This design comes from an exercise in tuning for small area and a short achievable clock period on the open sky130 flow, not from production work. Function was checked by simulation only, so behaviour that the tests miss may differ from the original. Power and IR drop assume default switching activity.

==> inputs of v11 <==
Design mult32x32, start of the top module:
module mult32x32 (
  input              i_clk     ,
  input              i_rstn    ,
  input  wire        i_multa_ns,
  input  wire        i_multb_ns,
  input  wire [31:0] i_multa   ,
  input  wire [31:0] i_multb   ,
  output wire [63:0] o_product
);
==> flow/config.mk <==
export PLATFORM = sky130hd
export DESIGN_NAME = mult32x32
export DESIGN_NICKNAME = mult32x32
export VERILOG_FILES = /design/flow/design.v
export SDC_FILE = /design/flow/constraint.sdc
export NUM_CORES = 4
export LEC_CHECK = 0
export CAP_MARGIN = 20
export CORE_MARGIN = 2
export CORE_UTILIZATION = 40
export SETUP_SLACK_MARGIN = 2.0
export SLEW_MARGIN = 20
export SYNTH_HIERARCHICAL = 1
export TNS_END_PERCENT = 100
==> flow/constraint.sdc <==
create_clock -name core_clock -period 4.0 [get_ports {i_clk}]
set_input_delay 0.8000 -clock core_clock [delete_from_list [all_inputs] [get_ports {i_clk}]]
set_output_delay 0.8000 -clock core_clock [all_outputs]
set_load 0.01 [all_outputs]
standard.sh (not shown) runs the stock make flow with config.mk's settings and CLKGATE_MAP_FILE= SYNTH_SCRIPT=/design/flow/synth_recipe.tcl, a recipe that flattens the netlist after the stock synthesis.
==> flow/flow/run.sh <==
#!/bin/bash
set -euo pipefail
export CTS_ARGS="-sink_clustering_enable -repair_clock_nets -dont_use_dummy_load"
bash standard.sh > standard.log 2>&1
==> v36: changes against v11 <==
==> flow/run.sh (new file) <==
#!/bin/bash
# synth_recipe.tcl (not shown) runs the flow's synth.tcl, then flattens the netlist and writes it again
# the make line also repeats each setting of config.mk as NAME=value (left out here)
make -C /OpenROAD-flow-scripts/flow DESIGN_CONFIG=/design/flow/config.mk WORK_HOME=/design/flow/orfs CLKGATE_MAP_FILE= SYNTH_SCRIPT=/design/flow/synth_recipe.tcl finish
--- a/flow/config.mk
+++ b/flow/config.mk
@@ -8,7 +8,7 @@
 export CAP_MARGIN = 20
 export CORE_MARGIN = 2
 export CORE_UTILIZATION = 40
-export SETUP_SLACK_MARGIN = 2.0
+export SETUP_SLACK_MARGIN = 1.8
 export SLEW_MARGIN = 20
 export SYNTH_HIERARCHICAL = 1
 export TNS_END_PERCENT = 100
removed: flow/flow/run.sh
removed: flow/standard.sh
==> v2: changes against v11 <==
==> flow/run.sh (new file) <==
#!/bin/bash
# synth_recipe.tcl (not shown) runs the flow's synth.tcl, then flattens the netlist and writes it again
# the make line also repeats each setting of config.mk as NAME=value (left out here)
make -C /OpenROAD-flow-scripts/flow DESIGN_CONFIG=/design/flow/config.mk WORK_HOME=/design/flow/orfs CLKGATE_MAP_FILE= SYNTH_SCRIPT=/design/flow/synth_recipe.tcl finish
--- a/flow/config.mk
+++ b/flow/config.mk
@@ -8,7 +8,7 @@
 export CAP_MARGIN = 20
 export CORE_MARGIN = 2
 export CORE_UTILIZATION = 40
-export SETUP_SLACK_MARGIN = 2.0
+export SETUP_SLACK_MARGIN = 2.2
 export SLEW_MARGIN = 20
 export SYNTH_HIERARCHICAL = 1
 export TNS_END_PERCENT = 100
removed: flow/flow/run.sh
removed: flow/standard.sh
==> v24: changes against v11 <==
==> flow/run.sh (new file) <==
#!/bin/bash
# synth_recipe.tcl (not shown) runs the flow's synth.tcl, then flattens the netlist and writes it again
# the make line also repeats each setting of config.mk as NAME=value (left out here)
make -C /OpenROAD-flow-scripts/flow DESIGN_CONFIG=/design/flow/config.mk WORK_HOME=/design/flow/orfs CLKGATE_MAP_FILE= SYNTH_SCRIPT=/design/flow/synth_recipe.tcl finish
removed: flow/flow/run.sh
removed: flow/standard.sh
==> results.yml <==
pwr:
  clock_power_mw: 7.64
  comb-power_mw: 12.7
  finalPower_mw: 36.8
  p_sw_mw: 12.5
cells_and_area:
  layout_common_cells: "854 x dfxtp_1, 372 x xnor2_1, 341 x a22o_1, 341 x a221oi_2, 286 x fa_1"
  multi_input_area_share: 0.475
  clkCellAreaFrac: 0.0488
timing:
  worstMarginPinSlew_ps: 815
run_status:
  status: "finished clean"
critical_path:
  cp_cell_sequence: "buf_12 > o31a_1 > a21oi_1 > xor2_1 > fa_1"
clock_network:
  cts_setup_buffers: 11
hold_path:
  hp-start: "s4_1987"
route:
  first_pass_iters: 6
placed_design:
  placed_cells: 4945
Source of the figures above: v11

==> results.yml <==
run_status:
  status: "finished clean"
global_route:
  antenna_found_initial: 24
  grtUsageMet1: 0.328
floorplan:
  die_w_um: 341
cells_and_area:
  multi_input_area_share: 0.434
  seq_cells: 957
  clkCellAreaFrac: 0.0592
route:
  ant_nets: 0
  first_pass_iters: 13
pwr:
  finalPower_mw: 40.7
  cell_internal_pwr_mw: 26.7
clock_network:
  cts_setup_buffers: 243
critical_path:
  cp_cell_sequence: "buf_12 > buf_12 > a22o_1 > a221oi_2 > xnor2_1 > fa_2"
timing:
  worstMarginPinSlew_ps: 818
placed_design:
  placed_cells: 4936
  gp_congestion: 0.856
Source of the figures above: v2

==> results.yml <==
run_status:
  status: "finished clean"
pwr:
  finalPower_mw: 38.1
  p_sw_mw: 12.9
  comb-power_mw: 12.3
cells_and_area:
  final_cell_area_mm2: 0.0511
  layout_common_cells: "867 x dfxtp_1, 375 x xnor2_1, 341 x a22o_1, 341 x a221oi_2, 291 x fa_1"
  clkCellAreaFrac: 0.0664
  multi_input_area_share: 0.467
logic_synthesis:
  muxShareOfSynthArea: 0
hold_path:
  hp-start: "s4_1994"
global_route:
  grt_first_pass_wirelength_um: 190000
timing:
  worstMarginPinSlew_ps: 1010
  clock_skew_ps: 45.9
critical_path:
  cp_cell_sequence: "a22o_1 > a221oi_2 > xnor2_1 > fa_1"
placed_design:
  placed_cells: 4937
clock_network:
  cts_setup_buffers: 0
Source of the figures above: v36

==> results.yml <==
run_status:
  status: "finished clean"
cells_and_area:
  multi_input_area_share: 0.466
pwr:
  p_sw_mw: 13.0
  finalPower_mw: 38.3
hold_path:
  hp-start: "i_multa[1]"
critical_path:
  cp_cell_sequence: "a22o_1 > a221oi_2 > xnor2_1 > fa_1"
route:
  first_pass_iters: 8
clock_network:
  cts_setup_buffers: 13
Source of the figures above: v24

-- port drivers added, routing unchanged --
No port has a modelled driver above. Below, the same layouts with a new extraction and two added sets of constraints. Step 1: set_driving_cell puts a clkbuf_16 on i_clk and a buf_2 on each other input, an assumption about the parent block. Step 2, shift: input delay + t, output delay - t, t = (earliest + latest rising clock arrival at the registers) / 2. This alone moves slack from input paths to output paths. Slacks: ideal / step 1 / step 2; pairs: ideal / step 1.
| run | shift t [ns] | setup slack, ns | worst setup path after step 2 |
|---|---|---|---|
| v11 | 0.712 | 1.928 / 1.928 / 1.342 | input to register |
| v36 | 0.746 | 1.704 / 1.704 / 1.115 | input to register |
| v2 | 0.774 | 1.953 / 1.953 / 1.423 | input to register |
| v24 | 0.736 | 1.969 / 1.969 / 1.343 | input to register |
After both steps setup and hold are still met in every run listed. For v24, which loses most, drivers alone change the setup slack by 0.000 ns; drivers and shift together by -0.626 ns.
